From an optimization exercise on the open Yosys and OpenROAD flow, aimed at small area, a short achievable clock period and few clock cycles; shortcuts taken in it are not production practice. Where RTL was checked, it was by simulation tests only, not by an equivalence proof against the original. No functional check of the RTL was part of runs 1 and 2. Power and IR drop assume default switching activity.

### flow/design.v
`timescale 1ns / 1ps
module reg_file(
	input         clk,
	input         we_hi,
	input         we_lo,
	input  [3:0]  wr_idx,
	input  [15:0] wr_data,
	input  [15:1] sel_a,
	input  [15:1] sel_b,
	output reg [15:0] rd_a,
	output reg [15:0] rd_b);
	reg [15:0] regs [1:15];
	integer i;
	always @(*) begin
		rd_a = 16'h0000;
		rd_b = 16'h0000;
		for (i = 1; i < 16; i = i + 1) begin
			rd_a = rd_a | (regs[i] & {16{sel_a[i]}});
			rd_b = rd_b | (regs[i] & {16{sel_b[i]}});
		end
	end
	always @(posedge clk)
		for (i = 1; i < 16; i = i + 1)
			if (wr_idx == i) begin
				if (we_hi) regs[i][15:8] <= wr_data[15:8];
				if (we_lo) regs[i][7:0]  <= wr_data[7:0];
			end
endmodule
`timescale 1ns / 1ps
module Core(
	input             clk,
	input             rst,                        
	input      [15:0] mem_to_core_data,           
	output     [15:0] core_to_mem_data,           
	output     [23:0] core_to_mem_address,        
	output            core_to_mem_write_enable);  
	localparam ADD  = 4'b0000;
	localparam ADDI = 4'b0001;
	localparam SUB  = 4'b0010;
	localparam LW   = 4'b0011;
	localparam SW   = 4'b0100;
	localparam LUI  = 4'b0101;
	localparam CMP  = 4'b0110;
	localparam BR   = 4'b0111;
	localparam JMP  = 4'b1000;
	localparam SLL  = 4'b1001;
	localparam SLR  = 4'b1010;
	localparam AND  = 4'b1011;
	localparam NAND = 4'b1100;
	localparam OR   = 4'b1101;
	localparam NOT  = 4'b1110;
	localparam LLI  = 4'b1111;
	wire [15:0] md = mem_to_core_data;
	reg [23:0] addr;         
	reg [23:0] save;         
	reg        dslot;        
	reg        dslot_ld;     
	reg        we;           
	reg        a_data;       
	reg        a_ld;         
	reg        nf_lo;        
	reg        nf_kill;      
	reg [3:0]  ld_dest;
	reg        ld_we;
	reg [15:0] ir;           
	reg [15:1] oh_a, oh_b;   
	reg        r_valid;      
	reg        zero, negative;
	reg [15:0] opa, opb;
	reg [15:0] sdata;        
	reg        e_cmp;        
	reg        e_kadd, e_klog;            
	reg        e_cin;                     
	reg [6:0]  e_s0, e_s1;                
	reg [3:0]  e_tt;         
	reg        e_we_hi, e_we_lo;
	reg [3:0]  e_dest;
	wire [15:0] sum;
	wire        cout;
	add16 _add(.a(opa), .b(opb), .cin(e_cin), .s(sum), .cout(cout));
	wire eq = &(opa ^ opb);
	wire lt = cout & ~eq;    
	reg  [15:0] logic_r;
	integer k;
	always @(*)
		for (k = 0; k < 16; k = k + 1)
			logic_r[k] = e_tt[{opa[k], opb[k]}];
	reg [15:0] sh1, shf;
	integer m;
	always @(*) begin
		sh1 = opa & {16{e_s0[3]}};
		for (m = 1; m < 4; m = m + 1) begin
			sh1 = sh1 | ((opa << m) & {16{e_s0[3 - m]}}) | ((opa >> m) & {16{e_s0[3 + m]}});
		end
		shf = sh1 & {16{e_s1[3]}};
		for (m = 1; m < 4; m = m + 1) begin
			shf = shf | ((sh1 << (4 * m)) & {16{e_s1[3 - m]}}) | ((sh1 >> (4 * m)) & {16{e_s1[3 + m]}});
		end
	end
	wire [15:0] other  = ({16{e_klog}} & logic_r) |
	                     shf;
	wire [15:0] result = ({16{e_kadd}} & sum) | other;
	wire        e_hi  = e_we_hi;
	wire        e_lo  = e_we_lo;
	wire        w_hi  = a_ld ? ld_we : e_hi;
	wire        w_lo  = a_ld ? ld_we : e_lo;
	wire [3:0]  w_idx = a_ld ? ld_dest : e_dest;
	wire [15:0] w_data = ({16{a_ld}} & md) | result;    
	wire [3:0] op = ir[15:12];
	wire [3:0] ra = ir[11:8];
	wire [3:0] rb = ir[7:4];
	wire [7:0] imm = ir[7:0];
	wire [15:0] rf_a, rf_b;
	reg_file _reg_file(
		.clk(clk), .we_hi(w_hi), .we_lo(w_lo), .wr_idx(w_idx), .wr_data(w_data),
		.sel_a(oh_a), .sel_b(oh_b), .rd_a(rf_a), .rd_b(rf_b));
	reg        d_alu, d_cmp, d_sub, d_imm, d_hi, d_lo, d_desta;
	reg [1:0]  d_sel;
	reg [3:0]  d_tt;
	reg [15:0] d_immv;
	always @(*) begin
		d_alu = 1; d_cmp = 0; d_sub = 0; d_imm = 0; d_hi = 1; d_lo = 1; d_desta = 0;
		d_sel = 2'd0; d_tt = 4'b0000; d_immv = {8'h00, imm};
		case (op)
			ADD:  ;
			ADDI: begin d_imm = 1; d_desta = 1; end
			SUB:  d_sub = 1;
			CMP:  begin d_cmp = 1; d_sub = 1; d_hi = 0; d_lo = 0; end
			SLL:  begin d_imm = 1; d_sel = 2'd2; end
			SLR:  begin d_imm = 1; d_sel = 2'd3; end
			AND:  begin d_sel = 2'd1; d_tt = 4'b1000; end
			NAND: begin d_sel = 2'd1; d_tt = 4'b0111; end
			OR:   begin d_sel = 2'd1; d_tt = 4'b1110; end
			NOT:  begin d_sel = 2'd1; d_tt = 4'b0011; end
			LUI:  begin d_imm = 1; d_sel = 2'd1; d_tt = 4'b1010; d_desta = 1; d_lo = 0; d_immv = {imm, imm}; end
			LLI:  begin d_imm = 1; d_sel = 2'd1; d_tt = 4'b1010; d_desta = 1; d_hi = 0; d_immv = {imm, imm}; end
			default: begin d_alu = 0; d_hi = 0; d_lo = 0; end
		endcase
	end
	wire [3:0] d_dest = d_desta ? ra : rb;
	wire       d_dnz  = (d_dest != 4'd0);
	wire ea = (e_dest == ra), eb = (e_dest == rb) & ~d_imm;
	wire la = a_ld & ld_we & (ld_dest == ra), lb = a_ld & ld_we & (ld_dest == rb);
	wire [15:0] ld_a = la ? md : rf_a;
	wire [15:0] ld_br = lb ? md : rf_b;
	wire [15:0] ld_b = d_imm ? d_immv : ld_br;
	wire [15:0] fwd_a = {(ea & e_hi) ? result[15:8] : ld_a[15:8],
	                     (ea & e_lo) ? result[7:0]  : ld_a[7:0]};
	wire        ebr = (e_dest == rb);
	wire        xa_hi = d_sub ? (ebr & e_hi) : (ea & e_hi);
	wire        xa_lo = d_sub ? (ebr & e_lo) : (ea & e_lo);
	wire        xb_hi = d_sub ? (ea & e_hi) : (eb & e_hi);
	wire        xb_lo = d_sub ? (ea & e_lo) : (eb & e_lo);
	wire [15:0] sa = d_sub ? ld_br : ld_a;
	wire [15:0] sb = d_sub ? ~ld_a : ld_b;
	wire [15:0] rx = d_sub ? ~result : result;
	wire [15:0] opa_n = {xa_hi ? result[15:8] : sa[15:8], xa_lo ? result[7:0] : sa[7:0]};
	wire [15:0] opb_n = {xb_hi ? rx[15:8] : sb[15:8], xb_lo ? rx[7:0] : sb[7:0]};
	wire a_fs    = ~a_data;
	wire kill    = nf_kill | b_hit;
	wire is_ins  = a_fs & ~kill & ~nf_lo;
	wire is_lo   = a_fs & ~kill & nf_lo;
	wire [3:0] mop = md[15:12];
	wire needs_lo = (mop == LW) | (mop == SW) | (mop == JMP) |
	                ((mop == BR) & (md[11:8] < 4'd6));
	reg  cond;
	always @(*)
		case (ra[2:0])
			3'd0: cond = zero;
			3'd1: cond = ~zero;
			3'd2: cond = negative;
			3'd3: cond = zero | negative;
			3'd4: cond = ~negative & ~zero;
			default: cond = ~negative | zero;
		endcase
	reg  bpend;              
	wire b_adj    = e_cmp;
	wire lo_ldst  = is_lo & ((op == LW) | (op == SW));
	wire lo_jump  = is_lo & ((op == JMP) | ((op == BR) & (b_adj | cond)));
	wire b_pred   = is_lo & (op == BR) & b_adj;
	wire b_miss   = bpend & ~cond;       
	wire b_hit    = bpend & cond;        
	integer q;
	always @(posedge clk) begin
		save <= addr + 24'd1;
		if (rst) begin
			addr    <= 24'h3c8c;
			dslot   <= 0;
			we      <= 0;
			a_data  <= 0;
			nf_lo   <= 0;
			nf_kill <= 1;
			r_valid <= 0;
			a_ld    <= 0;
			bpend   <= 0;
		end else begin
			if (lo_ldst | lo_jump)
				addr <= {imm, md};
			else if (dslot | b_miss)
				addr <= save;
			else
				addr <= addr + 24'd1;
			dslot    <= lo_ldst;
			dslot_ld <= is_lo & (op == LW);
			we       <= is_lo & (op == SW);
			a_data   <= dslot;
			a_ld     <= dslot & dslot_ld;
			if (a_fs) begin
				if (~kill)
					nf_lo <= is_ins & needs_lo;
				nf_kill <= (lo_jump & ~b_pred) | b_miss;
			end
			bpend <= b_pred;
			r_valid <= is_ins;
		end
		if (is_lo) begin
			ld_dest <= ra;
			ld_we   <= (ra != 4'd0);
		end
		if (is_ins)
			ir <= md;
		for (q = 1; q < 16; q = q + 1) begin
			oh_a[q] <= (md[11:8] == q);
			oh_b[q] <= (md[7:4] == q);
		end
		if (e_cmp) begin
			zero     <= eq;
			negative <= lt;
		end
		opa <= opa_n;
		if (r_valid & (op == SW))
			sdata <= fwd_a;
		opb <= opb_n;
		e_tt    <= d_tt;
		e_s1[3] <= (imm[3:2] == 2'd0);
		for (q = 1; q < 4; q = q + 1) begin
			e_s1[3 - q] <= (d_sel == 2'd2) & (imm[3:2] == q);
			e_s1[3 + q] <= (d_sel == 2'd3) & (imm[3:2] == q);
		end
		if (rst) begin
			e_cmp   <= 0;
			e_kadd  <= 0;
			e_cin   <= 0;
			e_klog  <= 0;
			e_s0    <= 0;
			e_we_hi <= 0;
			e_we_lo <= 0;
		end else begin
			e_cmp   <= r_valid & d_cmp;
			e_kadd  <= r_valid & d_alu & (d_sel == 2'd0) & ~d_cmp;
			e_cin   <= d_sub;
			e_klog  <= r_valid & d_alu & (d_sel == 2'd1);
			e_s0[3] <= r_valid & d_sel[1] & (imm[1:0] == 2'd0);
			for (q = 1; q < 4; q = q + 1) begin
				e_s0[3 - q] <= r_valid & (d_sel == 2'd2) & (imm[1:0] == q);
				e_s0[3 + q] <= r_valid & (d_sel == 2'd3) & (imm[1:0] == q);
			end
			e_we_hi <= r_valid & d_hi & d_dnz;
			e_we_lo <= r_valid & d_lo & d_dnz;
		end
		e_dest  <= d_dest;
	end
	assign core_to_mem_address      = addr;
	assign core_to_mem_data         = sdata;
	assign core_to_mem_write_enable = we;
endmodule
module add16(
	input  [15:0] a,
	input  [15:0] b,
	input         cin,
	output [15:0] s,
	output        cout);
	wire [15:0] p = a ^ b;
	wire [15:0] g0 = a & b;
	wire [15:0] g = {g0[15:1], g0[0] | (p[0] & cin)};
	wire [15:0] G1, P1, G2, P2, G3, P3, G4, P4;
	genvar i;
	generate
		for (i = 0; i < 16; i = i + 1) begin : pf
			if (i & 1) begin
				assign G1[i] = g[i] | (p[i] & g[i - 1]);
				assign P1[i] = p[i] & p[i - 1];
			end else begin
				assign G1[i] = g[i];
				assign P1[i] = p[i];
			end
			if (i & 2) begin
				assign G2[i] = G1[i] | (P1[i] & G1[(i & ~3) + 1]);
				assign P2[i] = P1[i] & P1[(i & ~3) + 1];
			end else begin
				assign G2[i] = G1[i];
				assign P2[i] = P1[i];
			end
			if (i & 4) begin
				assign G3[i] = G2[i] | (P2[i] & G2[(i & ~7) + 3]);
				assign P3[i] = P2[i] & P2[(i & ~7) + 3];
			end else begin
				assign G3[i] = G2[i];
				assign P3[i] = P2[i];
			end
			if (i & 8) begin
				assign G4[i] = G3[i] | (P3[i] & G3[(i & ~15) + 7]);
				assign P4[i] = P3[i] & P3[(i & ~15) + 7];
			end else begin
				assign G4[i] = G3[i];
				assign P4[i] = P3[i];
			end
		end
	endgenerate
	assign s = p ^ {G4[14:0], cin};
	assign cout = G4[15];
endmodule
### flow/flow/run.sh
#!/bin/bash
# The standard layout (standard.sh: same synthesis script, registers and
# steps), with two changes to how cells are picked:
#  - ADDER_MAP_FILE is empty, so synthesis leaves adders to abc as plain logic
#    instead of fixed full/half adder cells;
#  - the input and output port buffers are buf_4 cells instead of the delay
#    buffers (clkdlybuf4s50_1) that buffer_ports picks by default.
# ORFS writes each step's full log under orfs/logs; make's output goes to
# standard.log.
set -euo pipefail
export ADDER_MAP_FILE=
export BUFFER_PORTS_ARGS="-buffer_cell sky130_fd_sc_hd__buf_4"
bash standard.sh > standard.log 2>&1
### flow/standard.sh
#!/bin/bash
# synth_recipe.tcl (not shown) runs the flow's synth.tcl, then flattens the netlist and writes it again
# the make line also repeats each setting of config.mk as NAME=value (left out here)
make -C /OpenROAD-flow-scripts/flow DESIGN_CONFIG=/design/flow/config.mk WORK_HOME=/design/flow/orfs CLKGATE_MAP_FILE= SYNTH_SCRIPT=/design/flow/synth_recipe.tcl "${@:-finish}"
### flow/config.mk
export PLATFORM = sky130hd
export DESIGN_NAME = Core
export DESIGN_NICKNAME = Core
export VERILOG_FILES = /design/flow/design.v
export SDC_FILE = /design/flow/constraint.sdc
export NUM_CORES = 4
export LEC_CHECK = 0
export CAP_MARGIN = 20
export CORE_MARGIN = 2
export CORE_UTILIZATION = 60
export CTS_CLUSTER_DIAMETER = 150
export CTS_CLUSTER_SIZE = 20
export SETUP_SLACK_MARGIN = 4.4
export SLEW_MARGIN = 20
### flow/constraint.sdc
create_clock -name core_clock -period 7.0 [get_ports {clk}]
set_input_delay 1.4000 -clock core_clock [delete_from_list [all_inputs] [get_ports {clk}]]
set_output_delay 1.4000 -clock core_clock [all_outputs]
set_load 0.01 [all_outputs]
==> results of run 1 <==
cells in the mapped netlist (6+ instances only):
| cell | count | area share, % |
|---|---|---|
| nor2_1 | 172 | 3.2 |
| mux2i_1 | 21 | 1.0 |
| edfxtp_1 | 280 | 42 |
| clkbuf_1 | 132 | 2.5 |
| nand2b_1 | 16 | 0.50 |
| inv_1 | 21 | 0.39 |
| buf_2 | 20 | 0.50 |
| buf_1 | 6 | 0.11 |
| nor2b_1 | 9 | 0.28 |
| a21oi_1 | 53 | 1.3 |
| and2_1 | 8 | 0.25 |
| mux4_2 | 15 | 1.7 |
| nand4_1 | 14 | 0.44 |
| a31oi_1 | 11 | 0.34 |
| a22o_1 | 60 | 2.6 |
| nor4_1 | 7 | 0.22 |
| and3_1 | 35 | 1.1 |
| nand2_1 | 205 | 3.8 |
| nand3_1 | 42 | 1.0 |
| nor3_1 | 28 | 0.70 |
| dfxtp_1 | 146 | 15 |
| a22oi_1 | 121 | 4.5 |
| o311ai_0 | 7 | 0.31 |
| a221oi_1 | 70 | 3.1 |
| o21ai_0 | 76 | 1.9 |
| xnor2_1 | 44 | 1.9 |
| o21ai_1 | 8 | 0.20 |
| a41oi_1 | 25 | 1.1 |
| mux2_2 | 8 | 0.45 |
| xor2_1 | 23 | 1.0 |
| a222oi_1 | 60 | 3.0 |
power breakdown:
group / total [mW] / leakage, nW / switching, mW / internal (mW)
combinational: 0.631 / 3.37 / 0.368 / 0.263
clock: 1.52 / 0.346 / 0.836 / 0.687
sequential: 2.90 / 3.77 / 0.164 / 2.74
total: 5.06 / 7.48 / 1.37 / 3.69
stage by stage:
step	setup WS (ns)	total power [mW]	util (%)	hold WS, ns	instances
2_1_floorplan	4.46	3.30	-	0.420	1827
3_3_place_gp	3.89	3.48	62.8	0.460	2185
3_5_place_dp	3.86	3.49	62.8	0.468	2185
4_1_cts	4.39	4.99	66.1	0.448	2242
5_1_grt	4.19	5.20	67.5	0.466	2262
6_report	4.30	5.06	67.5	0.447	2262
how the worst min path moves through the flow:
stage / cells after the start / endpoint / from / slack (ns)
2_1_floorplan: 1 / a_ld / dslot_ld / 0.42
3_3_place_gp: 1 / save[0] / addr[0] / 0.46
3_5_place_dp: 1 / save[0] / addr[0] / 0.47
4_1_cts: 1 / save[0] / addr[0] / 0.45
5_1_grt: 1 / save[0] / addr[0] / 0.47
6_report: 1 / save[0] / addr[0] / 0.45
cell type report:
class                   instances  area share [%]
clock buffers                  43            3.14
clock inverters                 2           0.164
inverters                      21           0.357
multi-input cells            1221            38.2
flip-flops and latches        426            51.8
well taps                     442            2.51
repair buffers                107            3.88
kinds of logic after synthesis:
group | Yosys count | share of synthesized area (%)
compound gates | 541 | 20.5
xor+xnor | 69 | 3.09
fa+ha+maj | 5 | 0.250
buf+inv | 183 | 3.67
flops | 426 | 56.6
mux | 46 | 3.31
simple gates | 557 | 12.6
state kept, by name, indices dropped and copies added, names as in the netlist, 4 cells and up:
name and flops:
opa 16, save 24, ld_dest 4, addr 24, oh_b 15, e_tt 4, e_dest 4, _reg_file.regs 240
sdata 16, oh_a 15, e_s1 7, opb 16, e_s0 7, ir 16
layer usage:
| layer | vias up | wire length (um) |
|---|---|---|
| li1 | 7024 | - |
| met1 | 8053 | 24800 |
| met5 | - | 36 |
| met4 | 2 | 4410 |
| met2 | 1312 | 30300 |
| met3 | 311 | 8470 |
timing repair:
action                                  4_1_cts  5_1_grt
pin swaps                                     2       14
cloned                                        1        2
gates resized for setup                      74       86
endpoints found under the setup margin      293      442
setup buffers                                11       17
==> impl_metrics.json, run 1 <==
{
  "outcome": "timing/DRC/antenna clean",
  "slew_headroom_pct": 15.1,
  "cp_max_fo": 16,
  "core_area_sq_um": 32700,
  "gp_congestion": 0.957,
  "peakVddDrop_mv": 0.223,
  "io_buffer_count": 58,
  "crit_path_start_kind": "flip-flop",
  "root_buffer": "clkbuf_16",
  "critPathBufInv": 0,
  "synth_cell_types": 76,
  "drt_iter0_markers": 2698,
  "cts_tree": "done",
  "hp-class": "flip-flop to flip-flop",
  "avgSynthCellArea_sq_um": 11.0,
  "cp_top_family": "compound AO/OA/AOI/OAI gates",
  "crit_chain": "a221oi_1 > and3_1 > a41oi_1 > a21oi_1 > nand2_1 > o21ai_0",
  "cts_max_path_buffers": 3,
  "routedWlPerCell_um": 30.0,
  "final_cell_mix": "edfxtp_1 (280), nand2_1 (189), nor2_1 (146)",
  "fp.dieH_um": 187,
  "reg2reg_depth": 6,
  "numClockSinks": 426,
  "die_x_um": 187,
  "syn_nets": 1845,
  "cap_viol_max_count": 0,
  "vias": 16700,
  "power_density_nw_per_um2": 229,
  "fmax_mhz": 371,
  "grt_pass1_wl_mm": 98.8,
  "cpPeakStageDelay_ns": 1.06,
  "seq_area_sq_um": 11400,
  "tns_ns": 0,
  "period_needed_ns": 2.70,
  "cp-endpoint": "opb[1]",
  "grt_max_degree": 40,
  "synth_edf_count": 280,
  "ys_seq_area_share_pct": 56.6,
  "hpwl_mm": 42.8,
  "reg2reg_slack_ns": 4.30,
  "synthFlopType": "edfxtp_1",
  "syn_inst": 1827,
  "totalWireLength_mm": 67.9,
  "reg2reg_to": "opb[1]",
  "dieArea_sq_um": 34900,
  "cp.arrival_ns": 3.13,
  "multi_input_area_sq_um": 8430,
  "fillers": 2501,
  "antenna_found_initial": 1,
  "grtUsageMet1_pct": 49.3,
  "rows": 66,
  "drtPass1Iterations": 7,
  "place_area_sq_um": 20500,
  "use_met3_pct": 8.56,
  "insertion_delay_ns": 0.58,
  "hold_viol": 0,
  "worst_pin_slew_ns": 1.27,
  "htreeDepth": 1,
  "leakagePower_nw": 7.48,
  "setup_viol": 0,
  "synthToLayoutAreaGrowth_pct": 10.2,
  "synth-seq-cells": 426,
  "drc": 0,
  "startpoint": "oh_a[11]",
  "critPathKind": "flip-flop to flip-flop",
  "final_common_cell": "edfxtp_1",
  "ant_nets": 0,
  "end_kind": "flip-flop",
  "slew_violations": 0,
  "via_per_inst": 7.38,
  "rsz0062_at_grt": "true",
  "fin_worst_skew_ns": 0.0253,
  "synthArstFlopShare_pct": 0,
  "worstReg2RegStart": "oh_a[11]",
  "clk_pin_slew_ns": 0.09,
  "grt_pass1_vias": 15300,
  "grt_most_used_layer": "met2",
  "drive_gt1_share_pct": 17.2,
  "critPathSlowestCell": "dfxtp_1",
  "cp.required_ns": 7.43,
  "numCtsBuffers": 25,
  "fin_area_sq_um": 22100,
  "globalRouteTotalUtil_pct": 37.6,
  "initial_utilization_pct": 61.3,
  "synth_area_sq_um": 20000,
  "grt_use_met2_pct": 59.4,
  "diodes": 0,
  "gr-total-overflow": 0,
  "ios": 59,
  "final_nets": 1820,
  "yosys_warnings": 3,
  "hold_buffers": 0,
  "fin_crit_sh_pct": 38.5,
  "crit_cells": 6
}
==> run 2, diff against run 1 <==
==> flow/flow/run.sh (replaced) <==
#!/bin/bash
# The standard layout (standard.sh: same synthesis script, registers and
# steps), with two changes to how cells are picked:
#  - ADDER_MAP_FILE is empty, so synthesis leaves adders to abc as plain logic
#    instead of fixed full/half adder cells;
#  - the input and output port buffers are buf_2 cells instead of the delay
#    buffers (clkdlybuf4s50_1) that buffer_ports picks by default.
# ORFS writes each step's full log under orfs/logs; make's output goes to
# standard.log.
set -euo pipefail
export ADDER_MAP_FILE=
export BUFFER_PORTS_ARGS="-buffer_cell sky130_fd_sc_hd__buf_2"
bash standard.sh > standard.log 2>&1
==> run 2 against run 1 <==
Still clean. First-iteration DRC count fell by 7.8%. Critical path depth shrank 1. Non-clock buffer count rose by 32. Critical endpoint is now _reg_file.regs[5][11]. Largest cell class unchanged. Highest routed layer is now met4.
==> impl_metrics.json, run 2 <==
{
  "worst_pin_slew_ns": 1.22,
  "synth_cell_types": 76,
  "cp.arrival_ns": 2.89,
  "syn_nets": 1845,
  "cts_tree": "done",
  "drt_iter0_markers": 2488,
  "reg2reg_to": "_reg_file.regs[5][11]",
  "cpPeakStageDelay_ns": 0.97,
  "critPathKind": "flip-flop to flip-flop",
  "final_core_util_pct": 68.4,
  "cts_max_path_buffers": 3,
  "numClockSinks": 426,
  "rows": 66,
  "leakagePower_nw": 7.65,
  "peakVddDrop_mv": 0.247,
  "reg2reg_slack_ns": 4.28,
  "core_area_sq_um": 32700,
  "ios": 59,
  "synth_area_leaders": "edfxtp_1 (42%), dfxtp_1 (15%), a22oi_1 (4.5%)",
  "fmax_mhz": 368,
  "final_nets": 1853,
  "yosys_warnings": 3,
  "drive_gt1_share_pct": 19.0,
  "grt_pass1_vias": 15400,
  "regMostFlops": "_reg_file.regs",
  "min_path_cells": 1,
  "fin_crit_sh_pct": 38.8,
  "end_kind": "flip-flop",
  "globalRouteTotalUtil_pct": 38.0,
  "largest_reg_flops": 240,
  "grt_most_used_layer": "met2",
  "antenna_found_initial": 0,
  "fin_worst_skew_ns": 0.0373,
  "hold_buffers": 0,
  "root_buffer": "clkbuf_16",
  "ys_seq_area_share_pct": 56.6,
  "synthArstFlopShare_pct": 0,
  "synth_edf_count": 280,
  "drc": 0,
  "vias": 16900,
  "crit_chain": "buf_6 > nand2_1 > o21ai_0 > nand2_1 > nor2_1",
  "outcome": "timing/DRC/antenna clean",
  "gr-total-overflow": 0,
  "synth_area_leader_cell": "edfxtp_1",
  "grt_max_degree": 40,
  "fin_area_sq_um": 22400,
  "numCtsBuffers": 25,
  "fillers": 2465,
  "grt_pass1_wl_mm": 99.6,
  "slew_violations": 0,
  "synth_area_sq_um": 20000,
  "diodes": 0,
  "tns_ns": 0,
  "crit_path_start_kind": "flip-flop",
  "top_regs": "_reg_file.regs: 240 flops, addr: 24 flops, save: 24 flops",
  "startpoint": "a_ld",
  "grt_use_met2_pct": 58.8,
  "avgSynthCellArea_sq_um": 11.0,
  "htreeDepth": 1,
  "dieArea_sq_um": 34900,
  "setup_viol": 0,
  "use_met3_pct": 9.42,
  "synth.most_common_cell": "edfxtp_1",
  "io_buffer_count": 58,
  "place_area_sq_um": 20500,
  "fp.dieH_um": 187,
  "insertion_delay_ns": 0.59,
  "synth-seq-cells": 426,
  "min-delay-start": "addr[0]",
  "cpMostUsedCell": "nand2_1",
  "critPathSlowestCell": "nor2_1",
  "final_common_cell": "edfxtp_1",
  "fin_hold_ws_ns": 0.471,
  "gp_congestion": 0.932,
  "totalWireLength_mm": 69.2,
  "via_per_inst": 7.35,
  "syn_inst": 1827,
  "synthFlopType": "edfxtp_1",
  "drtPass1Iterations": 8,
  "period_needed_ns": 2.72,
  "ant_nets": 0,
  "reg2reg_depth": 5,
  "slew_headroom_pct": 18.0,
  "routedWlPerCell_um": 30.1,
  "die_x_um": 187,
  "rsz0062_at_grt": "true",
  "cp.required_ns": 7.17,
  "clk_pin_slew_ns": 0.09,
  "grtUsageMet1_pct": 50.9,
  "hp-class": "flip-flop to flip-flop",
  "power_density_nw_per_um2": 229,
  "final_cell_mix": "edfxtp_1 (280), nand2_1 (188), nor2_1 (152)",
  "hold_viol": 0,
  "synth_commonest_cells": "edfxtp_1 (280), nand2_1 (205), nor2_1 (172)",
  "hpwl_mm": 43.0,
  "synthToLayoutAreaGrowth_pct": 11.6,
  "cap_viol_max_count": 0,
  "cp_max_fo": 33,
  "worstReg2RegStart": "a_ld",
  "initial_utilization_pct": 61.3,
  "yosysTopAreaCellShare_pct": 42.0,
  "whs_endpoint": "save[0]"
}
[run 2: cell type report]
cell class / instances / area, sq um / share of cell area [%]
repair buffers: 139 / 970 / 4.34
inverters: 21 / 78.8 / 0.353
clock inverters: 2 / 25.0 / 0.112
multi-input cells: 1222 / 8600 / 38.5
clock buffers: 44 / 697 / 3.12
flip-flops and latches: 426 / 11400 / 51.1
well taps: 442 / 553 / 2.47
[run 2: how the worst max path moves through the flow]
stage                            end  cells past startpoint
2_1_floorplan  _reg_file.regs[10][7]                      9
3_3_place_gp                  opb[8]                      7
3_5_place_dp   _reg_file.regs[11][7]                      8
4_1_cts        _reg_file.regs[1][11]                      5
5_1_grt        _reg_file.regs[5][11]                      5
6_report       _reg_file.regs[5][11]                      5
[run 2: cells by family after synthesis]
family                   after synthesis  share of synthesized area [%]
AND/OR/NAND/NOR                      557                           12.6
AO/OA/AOI/OAI                        541                           20.5
flip-flops                           426                           56.6
buffers and inverters                183                           3.67
XOR/XNOR                              69                           3.09
multiplexers                          46                           3.31
adder cells (fa/ha/maj)                5                          0.250
[run 2: power by group]
group / switching, mW / internal [mW]
logic: 0.401 / 0.291
clock network: 0.840 / 0.685
registers: 0.161 / 2.74
[run 2: through the flow]
| step | total power [mW] | cells | setup WS (ns) |
|---|---|---|---|
| after floorplan | 3.30 | 1827 | 4.46 |
| after CTS | 4.97 | 2257 | 4.31 |
| after global placement | 3.47 | 2196 | 3.81 |
| after global routing | 5.26 | 2296 | 4.28 |
| after detailed placement | 3.48 | 2196 | 3.89 |
| final | 5.12 | 2296 | 4.28 |
[run 2: per-layer routing]
| metal | vias up | wire (um) |
|---|---|---|
| met4 | 0 | 4160 |
| met2 | 1373 | 30700 |
| met3 | 344 | 9360 |
| met1 | 8070 | 24900 |
| met5 | - | 0 |
| li1 | 7100 | - |
[run 2: worst max-delay path: cells and delay by family, from the launching register on]
kind | cells | cell delay [ns]
AOI/OAI and AO/OA | 1 | 0.26
buffers and inverters | 1 | 0.27
DFF | 1 | 0.36
and+or+nand+nor | 3 | 1.41
[run 2: timing repair]
item | 4_1_cts | 5_1_grt
cloned | 1 | 3
endpoints found under the setup margin | 356 | 403
pin swaps | 4 | 32
buffers inserted | 14 | 36
gates resized for setup | 78 | 119
==> run 3, diff against run 2 <==
--- a/flow/design.v
+++ b/flow/design.v
@@ -139,28 +139,24 @@
 	end
 	wire [3:0] d_dest = d_desta ? ra : rb;
 	wire       d_dnz  = (d_dest != 4'd0);
-	wire ea = (e_dest == ra), eb = (e_dest == rb) & ~d_imm;
-	wire la = a_ld & ld_we & (ld_dest == ra), lb = a_ld & ld_we & (ld_dest == rb);
+	wire [3:0]  pa = d_sub ? rb : ra;
+	wire [3:0]  pb = d_sub ? ra : rb;
+	wire ea = (e_dest == pa), eb = (e_dest == pb) & ~d_imm;
+	wire la = a_ld & ld_we & (ld_dest == pa), lb = a_ld & ld_we & (ld_dest == pb);
 	wire [15:0] ld_a = la ? md : rf_a;
 	wire [15:0] ld_br = lb ? md : rf_b;
-	wire [15:0] ld_b = d_imm ? d_immv : ld_br;
-	wire [15:0] fwd_a = {(ea & e_hi) ? result[15:8] : ld_a[15:8],
-	                     (ea & e_lo) ? result[7:0]  : ld_a[7:0]};
-	wire        ebr = (e_dest == rb);
-	wire        xa_hi = d_sub ? (ebr & e_hi) : (ea & e_hi);
-	wire        xa_lo = d_sub ? (ebr & e_lo) : (ea & e_lo);
-	wire        xb_hi = d_sub ? (ea & e_hi) : (eb & e_hi);
-	wire        xb_lo = d_sub ? (ea & e_lo) : (eb & e_lo);
-	wire [15:0] sa = d_sub ? ld_br : ld_a;
-	wire [15:0] sb = d_sub ? ~ld_a : ld_b;
+	wire [15:0] ld_b = d_imm ? d_immv : d_sub ? ~ld_br : ld_br;
 	wire [15:0] rx = d_sub ? ~result : result;
-	wire [15:0] opa_n = {xa_hi ? result[15:8] : sa[15:8], xa_lo ? result[7:0] : sa[7:0]};
-	wire [15:0] opb_n = {xb_hi ? rx[15:8] : sb[15:8], xb_lo ? rx[7:0] : sb[7:0]};
+	wire [15:0] opa_n = {(ea & e_hi) ? result[15:8] : ld_a[15:8],
+	                     (ea & e_lo) ? result[7:0]  : ld_a[7:0]};
+	wire [15:0] opb_n = {(eb & e_hi) ? rx[15:8] : ld_b[15:8],
+	                     (eb & e_lo) ? rx[7:0]  : ld_b[7:0]};
 	wire a_fs    = ~a_data;
 	wire kill    = nf_kill | b_hit;
 	wire is_ins  = a_fs & ~kill & ~nf_lo;
 	wire is_lo   = a_fs & ~kill & nf_lo;
 	wire [3:0] mop = md[15:12];
+	wire m_sub = (mop == SUB) | (mop == CMP);
 	wire needs_lo = (mop == LW) | (mop == SW) | (mop == JMP) |
 	                ((mop == BR) & (md[11:8] < 4'd6));
 	reg  cond;
@@ -220,8 +216,8 @@
 		if (is_ins)
 			ir <= md;
 		for (q = 1; q < 16; q = q + 1) begin
-			oh_a[q] <= (md[11:8] == q);
-			oh_b[q] <= (md[7:4] == q);
+			oh_a[q] <= m_sub ? (md[7:4] == q) : (md[11:8] == q);
+			oh_b[q] <= m_sub ? (md[11:8] == q) : (md[7:4] == q);
 		end
 		if (e_cmp) begin
 			zero     <= eq;
@@ -229,7 +225,7 @@
 		end
 		opa <= opa_n;
 		if (r_valid & (op == SW))
-			sdata <= fwd_a;
+			sdata <= opa_n;         
 		opb <= opb_n;
 		e_tt    <= d_tt;
 		e_s1[3] <= (imm[3:2] == 2'd0);
==> flow/flow/run.sh (replaced) <==
#!/bin/bash
# The standard layout (standard.sh: same synthesis script, registers and
# steps), with these changes to how cells are picked:
#  - ADDER_MAP_FILE is empty, so synthesis leaves adders to abc as plain logic
#    instead of fixed full/half adder cells;
#  - placement's first gate sizing (repair_design) sizes each driver for at
#    least 4 times its load's input capacitance (EARLY_SIZING_CAP_RATIO);
#  - the input and output port buffers are buf_4 cells instead of the delay
#    buffers (clkdlybuf4s50_1) that buffer_ports picks by default.
# ORFS writes each step's full log under orfs/logs; make's output goes to
# standard.log.
set -euo pipefail
export ADDER_MAP_FILE=
export EARLY_SIZING_CAP_RATIO=4
export BUFFER_PORTS_ARGS="-buffer_cell sky130_fd_sc_hd__buf_4"
bash standard.sh > standard.log 2>&1
==> run 3 against run 2 <==
Critical path depth increased by 5. Final cell count fell by 2.8%. Combinational power is 4.3% higher. Global-route usage fell by 0.094 points. Clock skew is 0.0022 ns lower. Synthesized cell count decreased by 4.1%. First-iteration DRC count grew 8.2%. Flip-flop and latch count unchanged. Cell area up 1.2%. Critical endpoint is now opb[13]. Highest routed layer unchanged.
==> impl_metrics.json, run 3 <==
{
  "numClockSinks": 426,
  "fmax_mhz": 374,
  "cap_viol_max_count": 0,
  "via_per_inst": 7.37,
  "peakVddDrop_mv": 0.269,
  "synthAdderAreaFrac_pct": 0.212,
  "cp.required_ns": 7.47,
  "yosysTopAreaCellShare_pct": 41.8,
  "synth-compound-area-share_pct": 18.9,
  "core_area_sq_um": 33300,
  "gr-total-overflow": 0,
  "cts_max_path_buffers": 3,
  "grt_pass1_wl_mm": 99.3,
  "whs_endpoint": "save[0]",
  "synthToLayoutAreaGrowth_pct": 12.6,
  "critPathSlowestCell": "maj3_2",
  "synth_commonest_cells": "edfxtp_1 (280), dfxtp_1 (146), a22oi_1 (142)",
  "rsz0062_at_grt": "true",
  "syn_inst": 1752,
  "rows": 67,
  "ant_nets": 0,
  "final_cell_mix": "edfxtp_1 (280), a22oi_1 (142), buf_4 (119)",
  "synth_top_family_by_area": "compound AO/OA/AOI/OAI gates",
  "numCtsBuffers": 25,
  "antenna_found_initial": 0,
  "reg2reg_depth": 10,
  "regMostFlops": "_reg_file.regs",
  "ios": 59,
  "dieArea_sq_um": 35000,
  "fin_worst_skew_ns": 0.0352,
  "min_path_cells": 1,
  "tns_ns": 0,
  "avgSynthCellArea_sq_um": 11.5,
  "slew_headroom_pct": 12.9,
  "cp_max_fo": 6,
  "leakagePower_nw": 7.62,
  "fp.dieH_um": 187,
  "clk_pin_slew_ns": 0.09,
  "diodes": 0,
  "yosys_warnings": 3,
  "reg2reg_to": "opb[13]",
  "synth_area_sq_um": 20100,
  "hp-class": "flip-flop to flip-flop",
  "cpPeakStageDelay_ns": 0.38,
  "drt_iter0_markers": 2693,
  "min-delay-start": "addr[0]",
  "grt_max_degree": 47,
  "power_density_nw_per_um2": 229,
  "synth_xor_area_share_pct": 4.01,
  "vias": 16400,
  "worst_pin_slew_ns": 1.31,
  "slew_violations": 0,
  "initial_utilization_pct": 60.4,
  "final_common_cell": "edfxtp_1",
  "io_buffer_count": 58,
  "critPathKind": "flip-flop to flip-flop",
  "drc": 0,
  "synth_edf_count": 280,
  "drive_gt1_share_pct": 18.9,
  "end_kind": "flip-flop",
  "syn_nets": 1770,
  "top_regs": "_reg_file.regs: 240 flops, addr: 24 flops, save: 24 flops",
  "synth_cell_types": 71,
  "fin_crit_sh_pct": 38.2,
  "grt_pass1_vias": 15100,
  "period_needed_ns": 2.67,
  "synthFlopType": "edfxtp_1",
  "cp.arrival_ns": 3.14,
  "power_mw": 5.19,
  "die_x_um": 187,
  "totalWireLength_mm": 68.6,
  "synthMuxAreaShare_pct": 5.49,
  "hold_viol": 0,
  "synth_simple_gate_area_share_pct": 11.5,
  "reg2reg_slack_ns": 4.33,
  "synth_area_leaders": "edfxtp_1 (42%), dfxtp_1 (15%), a22oi_1 (5.3%)",
  "outcome": "timing/DRC/antenna clean",
  "synth_area_leader_cell": "edfxtp_1",
  "routedWlPerCell_um": 30.7,
  "synth-seq-cells": 426,
  "hpwl_mm": 43.0,
  "root_buffer": "clkbuf_16",
  "worstReg2RegStart": "opb[0]",
  "insertion_delay_ns": 0.60,
  "final_nets": 1782,
  "drtPass1Iterations": 10,
  "synthArstFlopShare_pct": 0,
  "gp_congestion": 0.956,
  "ys_seq_area_share_pct": 56.4,
  "synth.most_common_cell": "edfxtp_1",
  "cts_tree": "done",
  "crit_chain": "maj3_2 > maj3_2 > o211ai_4 > a31oi_4 > buf_4 > mux2i_1 > a21oi_4 > buf_4 > xnor2_1 > a21oi_1",
  "globalRouteTotalUtil_pct": 37.9,
  "htreeDepth": 1,
  "setup_viol": 0,
  "crit_path_start_kind": "flip-flop",
  "largest_reg_flops": 240
}
-- run 3: critical path, delay by kind of cell, from the launching register on --
family	cells	cell delay, ns
multiplexers	1	0.14
XOR/XNOR	1	0.10
flip-flops	1	0.36
adder cells (fa/ha/maj)	2	0.70
buffers and inverters	2	0.36
AO/OA/AOI/OAI	4	0.89
-- run 3: routing by layer --
layer	vias to the layer above	wire length [um]	part of all wire [%]	track usage (%)
met3	306	8240	12	8.18
met5	-	0	0	0
met4	0	4360	6.4	19.0
met1	7952	24900	36	50.2
li1	6908	-	-	-
met2	1275	31000	45	59.4
-- run 3: area by class of cell --
type	instances	area, sq um
Sequential cell	426	11400
Timing Repair Buffer	136	1150
Clock inverter	2	36.3
Multi-Input combinational cell	1158	8720
Fill cell	2502	10700
Inverter	17	67.6
Clock buffer	44	697
Tap cell	448	561
-- run 3: repair_timing --
action | in CTS | in global routing
resized for setup | 100 | 111
hold buffers | 0 | 0
endpoints found under the setup margin | 524 | 417
buffers inserted | 28 | 26
gates cloned | 3 | 5
pin swaps | 19 | 49
-- run 3: cells by family after synthesis --
kind of cell               Yosys count
buffers and inverters              172
xor gates and xnor gates            92
DFF                                426
AOI/OAI and AO/OA                  491
and+or+nand+nor                    480
adders and majority gates            4
muxes                               87
-- run 3: worst max path at each step --
stage                             to  slack, ns   start
5_1_grt                      opb[10]       4.22  ir[15]
3_3_place_gp                 opb[11]       3.25  ir[15]
3_5_place_dp    _reg_file.regs[1][9]       3.52  opa[4]
4_1_cts                      opb[11]       4.30  ir[12]
2_1_floorplan  _reg_file.regs[10][5]       4.44  opa[0]
6_report                     opb[13]       4.33  opb[0]
-- run 3: report_power, final --
part	internal, mW	switching [mW]	total, mW
clock network	0.690	0.854	1.54
registers	2.74	0.181	2.92
logic	0.311	0.412	0.723
total	3.75	1.45	5.19
-- run 3: through the flow --
stage / utilization (%) / setup slack (ns) / instance area [sq um] / hold slack [ns] / std cells
after floorplan: - / 4.44 / 20100 / 0.420 / 1752
after global placement: 61.9 / 3.25 / 20600 / 0.472 / 2121
after detailed placement: 62.0 / 3.52 / 20600 / 0.473 / 2123
after CTS: 66.0 / 4.30 / 22000 / 0.448 / 2200
after global routing: 68.0 / 4.22 / 22600 / 0.473 / 2231
final: 68.0 / 4.33 / 22600 / 0.452 / 2231
Testbench counts of run 3, summed over its fixed seeds: cycles 53,178.
==> run 4, diff against run 3 <==
==> flow/flow/run.sh (replaced) <==
#!/bin/bash
# The standard layout (standard.sh: same synthesis script, registers and
# steps), with two changes to how cells are picked:
#  - ADDER_MAP_FILE is empty, so synthesis leaves adders to abc as plain logic
#    instead of fixed full/half adder cells;
#  - the input and output port buffers are buf_4 cells instead of the delay
#    buffers (clkdlybuf4s50_1) that buffer_ports picks by default.
# ORFS writes each step's full log under orfs/logs; make's output goes to
# standard.log.
set -euo pipefail
export ADDER_MAP_FILE=
export BUFFER_PORTS_ARGS="-buffer_cell sky130_fd_sc_hd__buf_4"
bash standard.sh > standard.log 2>&1
--- a/flow/config.mk
+++ b/flow/config.mk
@@ -7,7 +7,7 @@
 export LEC_CHECK = 0
 export CAP_MARGIN = 20
 export CORE_MARGIN = 2
-export CORE_UTILIZATION = 60
+export CORE_UTILIZATION = 75
 export CTS_CLUSTER_DIAMETER = 150
 export CTS_CLUSTER_SIZE = 20
 export SETUP_SLACK_MARGIN = 4.4
==> run 4 against run 3 <==
Cell area shrank 1.4%. Final cell count is 5.6% lower. Non-clock buffer count decreased by 12. Sequential power barely moved. Die area shrank 20%. Area after synthesis did not move. Fmax shrank 4.7%. Power is 0.18% lower. Hold slack gained 0.011 ns.
==> impl_metrics.json, run 4 <==
{
  "outcome": "timing/DRC/antenna clean",
  "insertion_delay_ns": 0.60,
  "top_regs": "_reg_file.regs: 240 flops, addr: 24 flops, save: 24 flops",
  "numCtsBuffers": 25,
  "gr-total-overflow": 0,
  "drtPass1Iterations": 11,
  "fin_hold_ws_ns": 0.463,
  "ys_seq_area_share_pct": 56.4,
  "power_density_nw_per_um2": 232,
  "fin_crit_sh_pct": 40.1,
  "whs_endpoint": "save[0]",
  "final_core_util_pct": 85.2,
  "tns_ns": 0,
  "cp.required_ns": 7.50,
  "synth.most_common_cell": "edfxtp_1",
  "root_buffer": "clkbuf_16",
  "peakVddDrop_mv": 0.269,
  "synth-seq-cells": 426,
  "synth_area_leader_cell": "edfxtp_1",
  "synthToLayoutAreaGrowth_pct": 11.0,
  "synth_area_leaders": "edfxtp_1 (42%), dfxtp_1 (15%), a22oi_1 (5.3%)",
  "gp_congestion": 1.05,
  "critPathKind": "flip-flop to flip-flop",
  "min_path_cells": 1,
  "reg2reg_slack_ns": 4.19,
  "rows": 59,
  "setup_viol": 0,
  "syn_inst": 1752,
  "end_kind": "flip-flop",
  "synth_xor_area_share_pct": 4.01,
  "reg2reg_depth": 7,
  "antenna_found_initial": 1,
  "fin_area_sq_um": 22300,
  "place_area_sq_um": 20400,
  "synth_simple_gate_area_share_pct": 11.5,
  "reg2reg_to": "opb[5]",
  "synth_area_sq_um": 20100,
  "ios": 59,
  "grt_pass1_vias": 16000,
  "synthFlopType": "edfxtp_1",
  "synth_commonest_cells": "edfxtp_1 (280), dfxtp_1 (146), a22oi_1 (142)",
  "vias": 17300,
  "fin_ws_ns": 4.19,
  "globalRouteTotalUtil_pct": 47.4,
  "regMostFlops": "_reg_file.regs",
  "routedWlPerCell_um": 32.8,
  "synth_cell_types": 71,
  "avgSynthCellArea_sq_um": 11.5,
  "drc": 0,
  "hp-class": "flip-flop to flip-flop",
  "min-delay-start": "addr[0]",
  "synthMuxAreaShare_pct": 5.49,
  "rsz0062_at_grt": "true",
  "final_common_cell": "edfxtp_1",
  "fin_worst_skew_ns": 0.0524,
  "numClockSinks": 426,
  "core_area_sq_um": 26200,
  "period_needed_ns": 2.81,
  "fmax_mhz": 356,
  "totalWireLength_mm": 69.2,
  "hold_viol": 0,
  "grt_pass1_wl_mm": 99.7,
  "synthAdderAreaFrac_pct": 0.212,
  "dieArea_sq_um": 28100,
  "io_buffer_count": 58,
  "synth-compound-area-share_pct": 18.9,
  "cp.arrival_ns": 3.30,
  "ant_nets": 0,
  "via_per_inst": 8.22,
  "slew_violations": 0,
  "clk_pin_slew_ns": 0.10,
  "worstReg2RegStart": "oh_b[9]",
  "place_ws_ns": 3.52,
  "grt_max_degree": 47,
  "final_cell_mix": "edfxtp_1 (280), a22oi_1 (142), dfxtp_1 (117)",
  "synth_top_family_by_area": "compound AO/OA/AOI/OAI gates",
  "die_x_um": 168,
  "yosysTopAreaCellShare_pct": 41.8,
  "drt_iter0_markers": 4157,
  "slew_headroom_pct": 12.4,
  "cp_max_fo": 16,
  "cap_viol_max_count": 0,
  "final_cells": 2107,
  "hpwl_mm": 41.8,
  "cts_tree": "done",
  "cts_max_path_buffers": 3,
  "largest_reg_flops": 240,
  "power_mw": 5.18,
  "yosys_warnings": 3,
  "htreeDepth": 1,
  "fp.dieH_um": 168,
  "final_nets": 1770,
  "synthArstFlopShare_pct": 0,
  "worst_pin_slew_ns": 1.31,
  "leakagePower_nw": 7.59,
  "syn_nets": 1770,
  "drive_gt1_share_pct": 17.4,
  "synth_edf_count": 280,
  "dp.cells": 2002,
  "initial_utilization_pct": 76.7,
  "crit_path_start_kind": "flip-flop"
}
run 4: report_power, final:
group          switching (mW)  total, mW  leakage [nW]  internal [mW]
registers               0.195       2.94          3.78           2.74
logic                   0.413      0.716          3.46          0.304
clock network           0.838       1.53         0.348          0.689
total                    1.45       5.18          7.59           3.74
run 4: worst max path at each step:
stage               cells past startpoint               endpoint    start  slack [ns]
floorplan                               8  _reg_file.regs[10][5]   opa[0]        4.44
global placement                        9                opb[10]   ir[15]        3.27
detailed placement                      7   _reg_file.regs[1][9]   opa[7]        3.52
CTS                                    10                 opb[8]   ir[15]        4.37
global route                           11                 opb[7]   ir[15]        4.20
finish                                  7                 opb[5]  oh_b[9]        4.19
run 4: repair_timing:
action,CTS,global route
pin swaps,23,37
hold buffers,0,0
resized for setup,92,82
buffers inserted,32,18
endpoints found under the setup margin,524,392
cloned,4,2
run 4: cell families after synthesis:
logic type / after synthesis
buffers and inverters: 172
XOR/XNOR: 92
flip-flops: 426
AO/OA/AOI/OAI: 491
AND/OR/NAND/NOR: 480
adder cells (fa/ha/maj): 4
multiplexers: 87
run 4: critical path, stage by stage (launching register included):
cell      delay (ns)
dfxtp_1         0.76
a222oi_1        0.61
and3_1          0.26
nand4_1         0.35
mux2i_1         0.30
xnor2_1         0.17
o22ai_1         0.11
a21oi_1         0.18
run 4: area by class of cell:
| cell class | instances | area (sq um) |
|---|---|---|
| diodes | 1 | 2.50 |
| multi-input cells | 1158 | 8660 |
| flip-flops and latches | 426 | 11400 |
| inverters | 17 | 67.6 |
| well taps | 335 | 419 |
| clock buffers | 44 | 697 |
| repair buffers | 124 | 1040 |
| clock inverters | 2 | 36.3 |
| fillers | 1316 | 3890 |
run 4: metal layers:
layer  vias to the layer above  GRT usage (%)  share of wire, %
met3                       529           15.4                16
li1                       6879              -                 -
met2                      1852           71.6                43
met1                      8065           60.3                32
met4                         0           28.7               9.0
met5                         -              0                 0
==> run 5, diff against run 4 <==
--- a/flow/config.mk
+++ b/flow/config.mk
@@ -7,8 +7,9 @@
 export LEC_CHECK = 0
 export CAP_MARGIN = 20
 export CORE_MARGIN = 2
-export CORE_UTILIZATION = 75
+export CORE_UTILIZATION = 60
 export CTS_CLUSTER_DIAMETER = 150
 export CTS_CLUSTER_SIZE = 20
+export GPL_ROUTABILITY_DRIVEN = 0
 export SETUP_SLACK_MARGIN = 4.4
 export SLEW_MARGIN = 20
==> run 5 against run 4 <==
Still clean on timing, DRC and antenna. Combinational power fell by 3%. Clock power about the same. Critical path depth increased by 4. Non-clock buffer count increased by 7. Global-route usage fell by 10 points. Power is 0.87% lower. Cell area grew 0.33%. Via count decreased by 6.7%. Register-to-register slack better by 0.06 ns. Routed wire length is 2.9% lower. Largest power group unchanged.
==> impl_metrics.json, run 5 <==
{
  "min_path_cells": 1,
  "rows": 67,
  "whs_endpoint": "save[0]",
  "grt_pass1_wl_mm": 98.7,
  "synth-seq-cells": 426,
  "grt_pass1_vias": 15400,
  "syn_inst": 1752,
  "routedWlPerCell_um": 30.2,
  "regMostFlops": "_reg_file.regs",
  "reg2reg_slack_ns": 4.25,
  "worst_pin_slew_ns": 1.29,
  "outcome": "timing/DRC/antenna clean",
  "synth_area_leader_cell": "edfxtp_1",
  "yosysTopAreaCellShare_pct": 41.8,
  "drive_gt1_share_pct": 17.2,
  "crit_path_start_kind": "flip-flop",
  "numCtsBuffers": 25,
  "slew_headroom_pct": 14.2,
  "grt_max_degree": 47,
  "numClockSinks": 426,
  "largest_reg_flops": 240,
  "cap_viol_max_count": 0,
  "leakagePower_nw": 7.54,
  "reg2reg_to": "sdata[5]",
  "hold_buffers": 0,
  "peakVddDrop_mv": 0.231,
  "synth_area_sq_um": 20100,
  "hp-class": "flip-flop to flip-flop",
  "power_density_nw_per_um2": 229,
  "ys_seq_area_share_pct": 56.4,
  "min-delay-start": "addr[0]",
  "hold_viol": 0,
  "hpwl_mm": 42.9,
  "final_nets": 1775,
  "drc": 0,
  "totalWireLength_mm": 67.2,
  "slew_violations": 0,
  "cp.arrival_ns": 3.05,
  "fin_crit_sh_pct": 39.2,
  "setup_viol": 0,
  "worstReg2RegStart": "ir[12]",
  "end_kind": "flip-flop",
  "root_buffer": "clkbuf_16",
  "synth_commonest_cells": "edfxtp_1 (280), dfxtp_1 (146), a22oi_1 (142)",
  "globalRouteTotalUtil_pct": 37.5,
  "fin_hold_ws_ns": 0.458,
  "synth_cell_types": 71,
  "final_common_cell": "edfxtp_1",
  "diodes": 0,
  "top_regs": "_reg_file.regs: 240 flops, addr: 24 flops, save: 24 flops",
  "gr-total-overflow": 0,
  "initial_utilization_pct": 60.4,
  "final_cell_mix": "edfxtp_1 (280), a22oi_1 (142), dfxtp_1 (121)",
  "reg2reg_depth": 11,
  "avgSynthCellArea_sq_um": 11.5,
  "insertion_delay_ns": 0.59,
  "cp.required_ns": 7.31,
  "synthToLayoutAreaGrowth_pct": 11.4,
  "synthFlopType": "edfxtp_1",
  "die_x_um": 187,
  "fmax_mhz": 364,
  "dieArea_sq_um": 35000,
  "syn_nets": 1770,
  "period_needed_ns": 2.75,
  "io_buffer_count": 58,
  "synthArstFlopShare_pct": 0,
  "synth_area_leaders": "edfxtp_1 (42%), dfxtp_1 (15%), a22oi_1 (5.3%)",
  "clk_pin_slew_ns": 0.09,
  "core_area_sq_um": 33300,
  "tns_ns": 0,
  "fp.dieH_um": 187,
  "via_per_inst": 7.27,
  "cts_tree": "done",
  "ios": 59,
  "fin_worst_skew_ns": 0.0416,
  "vias": 16200,
  "fillers": 2509,
  "synth.most_common_cell": "edfxtp_1",
  "place_ws_ns": 3.53,
  "ant_nets": 0,
  "critPathKind": "flip-flop to flip-flop",
  "synth_edf_count": 280,
  "htreeDepth": 1,
  "antenna_found_initial": 0,
  "cts_max_path_buffers": 3,
  "drt_iter0_markers": 2470,
  "yosys_warnings": 3,
  "cp_max_fo": 6,
  "rsz0062_at_grt": "true",
  "fin_ws_ns": 4.25,
  "drtPass1Iterations": 9
}
==> run 5: cell counts after synthesis <==
Identical to the previous run, type by type.
==> run 5: routing by layer <==
layer | up-vias | track usage (%) | routed length [um]
li1 | 6882 | - | -
met1 | 7821 | 50.0 | 25200
met2 | 1187 | 58.3 | 30300
met3 | 280 | 8.35 | 8100
met4 | 0 | 18.5 | 3660
met5 | - | 0 | 0
==> run 5: worst max-delay path by stage <==
| stage | start | endpoint | slack [ns] | cells past startpoint |
|---|---|---|---|---|
| after floorplan | opa[0] | _reg_file.regs[10][5] | 4.44 | 8 |
| after global placement | ir[15] | opb[12] | 3.25 | 9 |
| after detailed placement | ir[15] | opb[15] | 3.53 | 10 |
| after CTS | ir[15] | opb[15] | 4.35 | 10 |
| after global routing | ir[12] | sdata[2] | 4.19 | 12 |
| final | ir[12] | sdata[5] | 4.25 | 11 |
==> run 5: final cells by class <==
cell class / count / area, sq um / area share [%]
flip-flops and latches: 426 / 11400 / 50.8
multi-input cells: 1156 / 8560 / 38.2
repair buffers: 131 / 1090 / 4.87
clock buffers: 44 / 697 / 3.11
well taps: 448 / 561 / 2.50
inverters: 17 / 67.6 / 0.302
clock inverters: 2 / 36.3 / 0.162
==> run 5: metrics by stage <==
stage / utilization (%) / std cells / cell area (sq um) / power (mW)
5_1_grt: 67.3 / 2224 / 22400 / 5.29
2_1_floorplan: - / 1752 / 20100 / 3.35
6_report: 67.3 / 2224 / 22400 / 5.14
3_5_place_dp: 62.1 / 2129 / 20700 / 3.57
4_1_cts: 66.2 / 2206 / 22000 / 5.08
3_3_place_gp: 62.0 / 2125 / 20600 / 3.55
==> run 5: what timing repair did <==
action | 4_1_cts | 5_1_grt
gates cloned | 3 | 1
setup buffers | 28 | 17
endpoints found under the setup margin | 285 | 350
resized for setup | 89 | 69
pin swaps | 23 | 27
==> run 5: cell families (layout without fill, tap and decap cells) <==
family | count (synthesis) | in the layout | share of synthesized area, %
XOR/XNOR | 92 | 92 | 4.01
buffers and inverters | 172 | 194 | 3.47
multiplexers | 87 | 87 | 5.49
flip-flops | 426 | 426 | 56.4
adder cells (fa/ha/maj) | 4 | 4 | 0.212
AND/OR/NAND/NOR | 480 | 481 | 11.5
AO/OA/AOI/OAI | 491 | 492 | 18.9
==> run 5: report_power, final <==
group | total [mW] | internal, mW | switching [mW]
clock network | 1.52 | 0.690 | 0.827
logic | 0.698 | 0.302 | 0.396
registers | 2.92 | 2.74 | 0.179
total | 5.14 | 3.74 | 1.40
==> run 5: worst max-delay path, stage by stage, from the launching register on <==
cell and delay (ns):
edfxtp_1 0.44, buf_4 0.16, nor3b_2 0.20, buf_6 0.17, mux2i_4 0.26, xnor2_1 0.14
nor2_1 0.07, nand4_1 0.12, buf_6 0.16, nand4_1 0.36, o211ai_1 0.27, o21ai_2 0.12
==> run 6, diff against run 5 <==
--- a/flow/config.mk
+++ b/flow/config.mk
@@ -10,6 +10,5 @@
 export CORE_UTILIZATION = 60
 export CTS_CLUSTER_DIAMETER = 150
 export CTS_CLUSTER_SIZE = 20
-export GPL_ROUTABILITY_DRIVEN = 0
 export SETUP_SLACK_MARGIN = 4.4
 export SLEW_MARGIN = 20
==> run 6 against run 5 <==
Still clean. Clock power barely moved. Register-to-register slack improved by 0.07 ns. Worst setup slack improved by 0.071 ns. Flip-flop and latch count did not move. Largest power group unchanged.
==> impl_metrics.json, run 6 <==
{
  "outcome": "timing/DRC/antenna clean",
  "reg2reg_depth": 10,
  "crit_path_start_kind": "flip-flop",
  "leakagePower_nw": 7.62,
  "globalRouteTotalUtil_pct": 37.9,
  "slew_violations": 0,
  "synth_simple_gate_area_share_pct": 11.5,
  "numClockSinks": 426,
  "min-delay-start": "addr[0]",
  "final_common_cell": "edfxtp_1",
  "fp.dieH_um": 187,
  "synth_area_leader_cell": "edfxtp_1",
  "synthArstFlopShare_pct": 0,
  "dieArea_sq_um": 35000,
  "min_path_cells": 1,
  "synth_area_sq_um": 20100,
  "fin_worst_skew_ns": 0.0352,
  "vias": 16400,
  "end_kind": "flip-flop",
  "grt_pass1_wl_mm": 99.3,
  "gp_congestion": 0.956,
  "synthMuxAreaShare_pct": 5.49,
  "diodes": 0,
  "totalWireLength_mm": 68.6,
  "worstReg2RegStart": "opb[0]",
  "fmax_mhz": 374,
  "regMostFlops": "_reg_file.regs",
  "fin_ws_ns": 4.33,
  "die_x_um": 187,
  "hold_viol": 0,
  "hp-class": "flip-flop to flip-flop",
  "fin_hold_ws_ns": 0.452,
  "numCtsBuffers": 25,
  "synth_area_leaders": "edfxtp_1 (42%), dfxtp_1 (15%), a22oi_1 (5.3%)",
  "drc": 0,
  "clk_pin_slew_ns": 0.09,
  "ant_nets": 0,
  "htreeDepth": 1,
  "gr-total-overflow": 0,
  "tns_ns": 0,
  "ios": 59,
  "routedWlPerCell_um": 30.7,
  "yosysTopAreaCellShare_pct": 41.8,
  "synth_cell_types": 71,
  "synthToLayoutAreaGrowth_pct": 12.6,
  "final_nets": 1782,
  "power_density_nw_per_um2": 229,
  "syn_inst": 1752,
  "syn_nets": 1770,
  "cts_tree": "done",
  "cp_max_fo": 6,
  "fillers": 2502,
  "synth_xor_area_share_pct": 4.01,
  "core_area_sq_um": 33300,
  "synth-seq-cells": 426,
  "synth.most_common_cell": "edfxtp_1",
  "rsz0062_at_grt": "true",
  "hpwl_mm": 43.0,
  "largest_reg_flops": 240,
  "cap_viol_max_count": 0,
  "io_buffer_count": 58,
  "slew_headroom_pct": 12.9,
  "initial_utilization_pct": 60.4,
  "insertion_delay_ns": 0.60,
  "cts_max_path_buffers": 3,
  "cp.required_ns": 7.47,
  "critPathKind": "flip-flop to flip-flop",
  "avgSynthCellArea_sq_um": 11.5,
  "reg2reg_to": "opb[13]",
  "synth-compound-area-share_pct": 18.9,
  "rows": 67,
  "worst_pin_slew_ns": 1.31,
  "drive_gt1_share_pct": 18.9,
  "hold_buffers": 0,
  "synth_edf_count": 280,
  "peakVddDrop_mv": 0.269,
  "synth_top_family_by_area": "compound AO/OA/AOI/OAI gates",
  "fin_crit_sh_pct": 38.2,
  "final_core_util_pct": 68.0,
  "grt_pass1_vias": 15100,
  "synthAdderAreaFrac_pct": 0.212,
  "setup_viol": 0,
  "drt_iter0_markers": 2693,
  "place_ws_ns": 3.52,
  "yosys_warnings": 3,
  "cp.arrival_ns": 3.14,
  "drtPass1Iterations": 10,
  "top_regs": "_reg_file.regs: 240 flops, addr: 24 flops, save: 24 flops",
  "synthFlopType": "edfxtp_1",
  "synth_commonest_cells": "edfxtp_1 (280), dfxtp_1 (146), a22oi_1 (142)",
  "whs_endpoint": "save[0]",
  "reg2reg_slack_ns": 4.33,
  "ys_seq_area_share_pct": 56.4,
  "via_per_inst": 7.37,
  "root_buffer": "clkbuf_16",
  "antenna_found_initial": 0,
  "period_needed_ns": 2.67,
  "final_cell_mix": "edfxtp_1 (280), a22oi_1 (142), buf_4 (119)",
  "grt_max_degree": 47
}
run 6: logic make-up after synthesis:
logic type | Yosys count
AOI/OAI and AO/OA | 491
and+or+nand+nor | 480
DFF | 426
buffers and inverters | 172
xor gates and xnor gates | 92
muxes | 87
adders and majority gates | 4
run 6: stage by stage:
| stage | total power, mW | instances | area [sq um] |
|---|---|---|---|
| after global placement | 3.56 | 2121 | 20600 |
| after detailed placement | 3.57 | 2123 | 20600 |
| after floorplan | 3.35 | 1752 | 20100 |
| after CTS | 5.10 | 2200 | 22000 |
| after global routing | 5.32 | 2231 | 22600 |
| final | 5.19 | 2231 | 22600 |
run 6: final cells by class:
class                           instances  area, sq um  area share [%]
Tap cell                              448          561            2.48
Clock buffer                           44          697            3.08
Timing Repair Buffer                  136         1150            5.10
Multi-Input combinational cell       1158         8720            38.5
Sequential cell                       426        11400            50.4
Inverter                               17         67.6           0.299
Clock inverter                          2         36.3           0.160
run 6: routing by layer:
metal / vias to the layer above / wire length (um) / track usage [%]
met4: 0 / 4360 / 19.0
met5: - / 0 / 0
met2: 1275 / 31000 / 59.4
li1: 6908 / - / -
met1: 7952 / 24900 / 50.2
met3: 306 / 8240 / 8.18
run 6: critical path, stage by stage (launching register included):
cell	delay [ns]
dfxtp_4	0.36
maj3_2	0.32
maj3_2	0.38
o211ai_4	0.29
a31oi_4	0.20
buf_4	0.19
mux2i_1	0.14
a21oi_4	0.32
buf_4	0.17
xnor2_1	0.10
a21oi_1	0.08
run 6: how the worst max path moves through the flow:
| stage | cells past startpoint | end | start | slack, ns |
|---|---|---|---|---|
| global route | 10 | opb[10] | ir[15] | 4.22 |
| finish | 10 | opb[13] | opb[0] | 4.33 |
| CTS | 10 | opb[11] | ir[12] | 4.30 |
| detailed placement | 7 | _reg_file.regs[1][9] | opa[4] | 3.52 |
| floorplan | 8 | _reg_file.regs[10][5] | opa[0] | 4.44 |
| global placement | 9 | opb[11] | ir[15] | 3.25 |
run 6: where the power goes:
part	internal [mW]	switching, mW
logic	0.311	0.412
clock network	0.690	0.854
registers	2.74	0.181
total	3.75	1.45
run 6: timing repair:
item                                    4_1_cts  5_1_grt
cloned                                        3        5
resized for setup                           100      111
setup buffers                                28       26
pin swaps                                    19       49
endpoints found under the setup margin      524      417
endpoints found under the hold margin         0        0
==> run 7, diff against run 6 <==
--- a/flow/config.mk
+++ b/flow/config.mk
@@ -7,8 +7,9 @@
 export LEC_CHECK = 0
 export CAP_MARGIN = 20
 export CORE_MARGIN = 2
-export CORE_UTILIZATION = 60
+export CORE_UTILIZATION = 50
 export CTS_CLUSTER_DIAMETER = 150
 export CTS_CLUSTER_SIZE = 20
+export PLACE_DENSITY = 0.75
 export SETUP_SLACK_MARGIN = 4.4
 export SLEW_MARGIN = 20
==> run 7 against run 6 <==
Area after synthesis stayed put. Clock power about the same. Critical endpoint is now opb[2]. Die area up 20%.
==> impl_metrics.json, run 7 <==
{
  "leakagePower_nw": 7.65,
  "drc": 0,
  "hpwl_mm": 41.3,
  "numClockSinks": 426,
  "hold_buffers": 0,
  "regMostFlops": "_reg_file.regs",
  "totalWireLength_mm": 66.7,
  "rows": 73,
  "via_per_inst": 7.19,
  "min-delay-start": "addr[0]",
  "hp-class": "flip-flop to flip-flop",
  "crit_path_start_kind": "flip-flop",
  "synth_top_family_by_area": "compound AO/OA/AOI/OAI gates",
  "numCtsBuffers": 25,
  "slew_violations": 0,
  "end_kind": "flip-flop",
  "ys_seq_area_share_pct": 56.4,
  "worst_pin_slew_ns": 1.31,
  "synth_area_sq_um": 20100,
  "critPathKind": "flip-flop to flip-flop",
  "multi_input_area_sq_um": 8750,
  "fin_area_sq_um": 22700,
  "die_x_um": 205,
  "dieArea_sq_um": 41800,
  "hold_viol": 0,
  "synth_commonest_cells": "edfxtp_1 (280), dfxtp_1 (146), a22oi_1 (142)",
  "largest_reg_flops": 240,
  "synth_simple_gate_area_share_pct": 11.5,
  "clk_pin_slew_ns": 0.10,
  "rsz0062_at_grt": "true",
  "synth_cell_types": 71,
  "vias": 16600,
  "cp_max_fo": 9,
  "ios": 59,
  "final_core_util_pct": 57.2,
  "gr-total-overflow": 0,
  "synthFlopType": "edfxtp_1",
  "synth.most_common_cell": "edfxtp_1",
  "dp.cells": 2195,
  "grt_pass1_wl_mm": 95.1,
  "yosysTopAreaCellShare_pct": 41.8,
  "drt_iter0_markers": 3668,
  "place_area_sq_um": 20700,
  "drive_gt1_share_pct": 18.1,
  "initial_utilization_pct": 50.6,
  "synthAdderAreaFrac_pct": 0.212,
  "peakVddDrop_mv": 0.193,
  "cap_viol_max_count": 0,
  "fmax_mhz": 367,
  "synth_edf_count": 280,
  "root_buffer": "clkbuf_16",
  "cts_max_path_buffers": 3,
  "synth-compound-area-share_pct": 18.9,
  "grt_max_degree": 47,
  "insertion_delay_ns": 0.59,
  "syn_nets": 1770,
  "final_cell_mix": "edfxtp_1 (280), a22oi_1 (142), dfxtp_1 (122)",
  "setup_viol": 0,
  "fin_ws_ns": 4.27,
  "fin_worst_skew_ns": 0.0275,
  "fp.dieH_um": 205,
  "synthToLayoutAreaGrowth_pct": 13.0,
  "syn_inst": 1752,
  "antenna_found_initial": 2,
  "top_regs": "_reg_file.regs: 240 flops, addr: 24 flops, save: 24 flops",
  "fillers": 3142,
  "synth-seq-cells": 426,
  "avgSynthCellArea_sq_um": 11.5,
  "routedWlPerCell_um": 28.9,
  "cp.arrival_ns": 3.22,
  "gp_congestion": 0.941,
  "slew_headroom_pct": 12.4,
  "synthArstFlopShare_pct": 0,
  "io_buffer_count": 58,
  "tns_ns": 0,
  "final_cells": 2308,
  "cp.required_ns": 7.49,
  "fin_crit_sh_pct": 39.0,
  "grt_pass1_vias": 15300,
  "synthMuxAreaShare_pct": 5.49,
  "final_common_cell": "edfxtp_1",
  "drtPass1Iterations": 13,
  "outcome": "timing/DRC/antenna clean",
  "core_area_sq_um": 39700,
  "yosys_warnings": 3,
  "startpoint": "ir[15]",
  "power_density_nw_per_um2": 228,
  "worstReg2RegStart": "ir[15]",
  "synth_area_leader_cell": "edfxtp_1",
  "synth_area_leaders": "edfxtp_1 (42%), dfxtp_1 (15%), a22oi_1 (5.3%)",
  "final_nets": 1781,
  "period_needed_ns": 2.73,
  "seq_area_sq_um": 11400,
  "synth_xor_area_share_pct": 4.01,
  "place_ws_ns": 3.45,
  "globalRouteTotalUtil_pct": 30.2,
  "htreeDepth": 1,
  "cts_tree": "done",
  "ant_nets": 0
}
run 7: cell counts after synthesis:
Identical to the previous run, type by type.
run 7: cell type report:
cell class              instances  area share, %
diodes                          1         0.0110
clock buffers                  44           3.07
clock inverters                 2          0.110
inverters                      17          0.297
multi-input cells            1160           38.5
flip-flops and latches        426           50.0
well taps                     525           2.89
repair buffers                133           5.06
run 7: repair_timing:
item,in CTS,in global routing
buffers inserted,20,37
cloned,2,6
endpoints found under the setup margin,321,373
pin swaps,17,46
gates resized for setup,85,108
hold endpoints to repair,0,0
run 7: worst max-delay path: stages (launching register included):
cell and delay (ns):
edfxtp_1 0.47, or3b_4 0.43, buf_12 0.16, mux2i_4 0.19, xor2_1 0.20, nand4_1 0.21, buf_4 0.21, buf_12 0.14
mux2i_2 0.18, xnor2_1 0.14, nor2_1 0.06, a211oi_1 0.24
run 7: logic make-up (layout without fill, tap and decap cells):
kind of cell             after synthesis  count (layout)
buffers and inverters                172             196
AND/OR/NAND/NOR                      480             486
multiplexers                          87              87
flip-flops                           426             426
other                                  0               1
adder cells (fa/ha/maj)                4               4
XOR/XNOR                              92              92
AO/OA/AOI/OAI                        491             491
run 7: final timing paths:
check / to / slack [ns] / depth (start not counted)
worst max-delay path: opb[2] / 4.27 / 11
worst min-delay path: save[0] / 0.46 / 1
worst max register to register: opb[2] / 4.27 / 11
worst min register to register: save[0] / 0.46 / 1
run 7: per-stage QoR:
| stage | power [mW] | hold slack [ns] |
|---|---|---|
| after floorplan | 3.35 | 0.420 |
| after global placement | 3.53 | 0.467 |
| after detailed placement | 3.55 | 0.467 |
| after CTS | 5.06 | 0.458 |
| after global routing | 5.31 | 0.473 |
| final | 5.18 | 0.460 |
run 7: layer usage:
layer  routed length (um)  track usage (%)  vias to the layer above
met4                 3940             14.2                        0
met1                23700             39.2                     7886
li1                     -                -                     6900
met2                29800             47.4                     1484
met3                 9300             8.03                      320
met5                    0                0                        -
run 7: where the power goes:
group	internal [mW]	switching, mW	total (mW)
sequential	2.74	0.185	2.93
clock	0.686	0.852	1.54
combinational	0.313	0.404	0.717
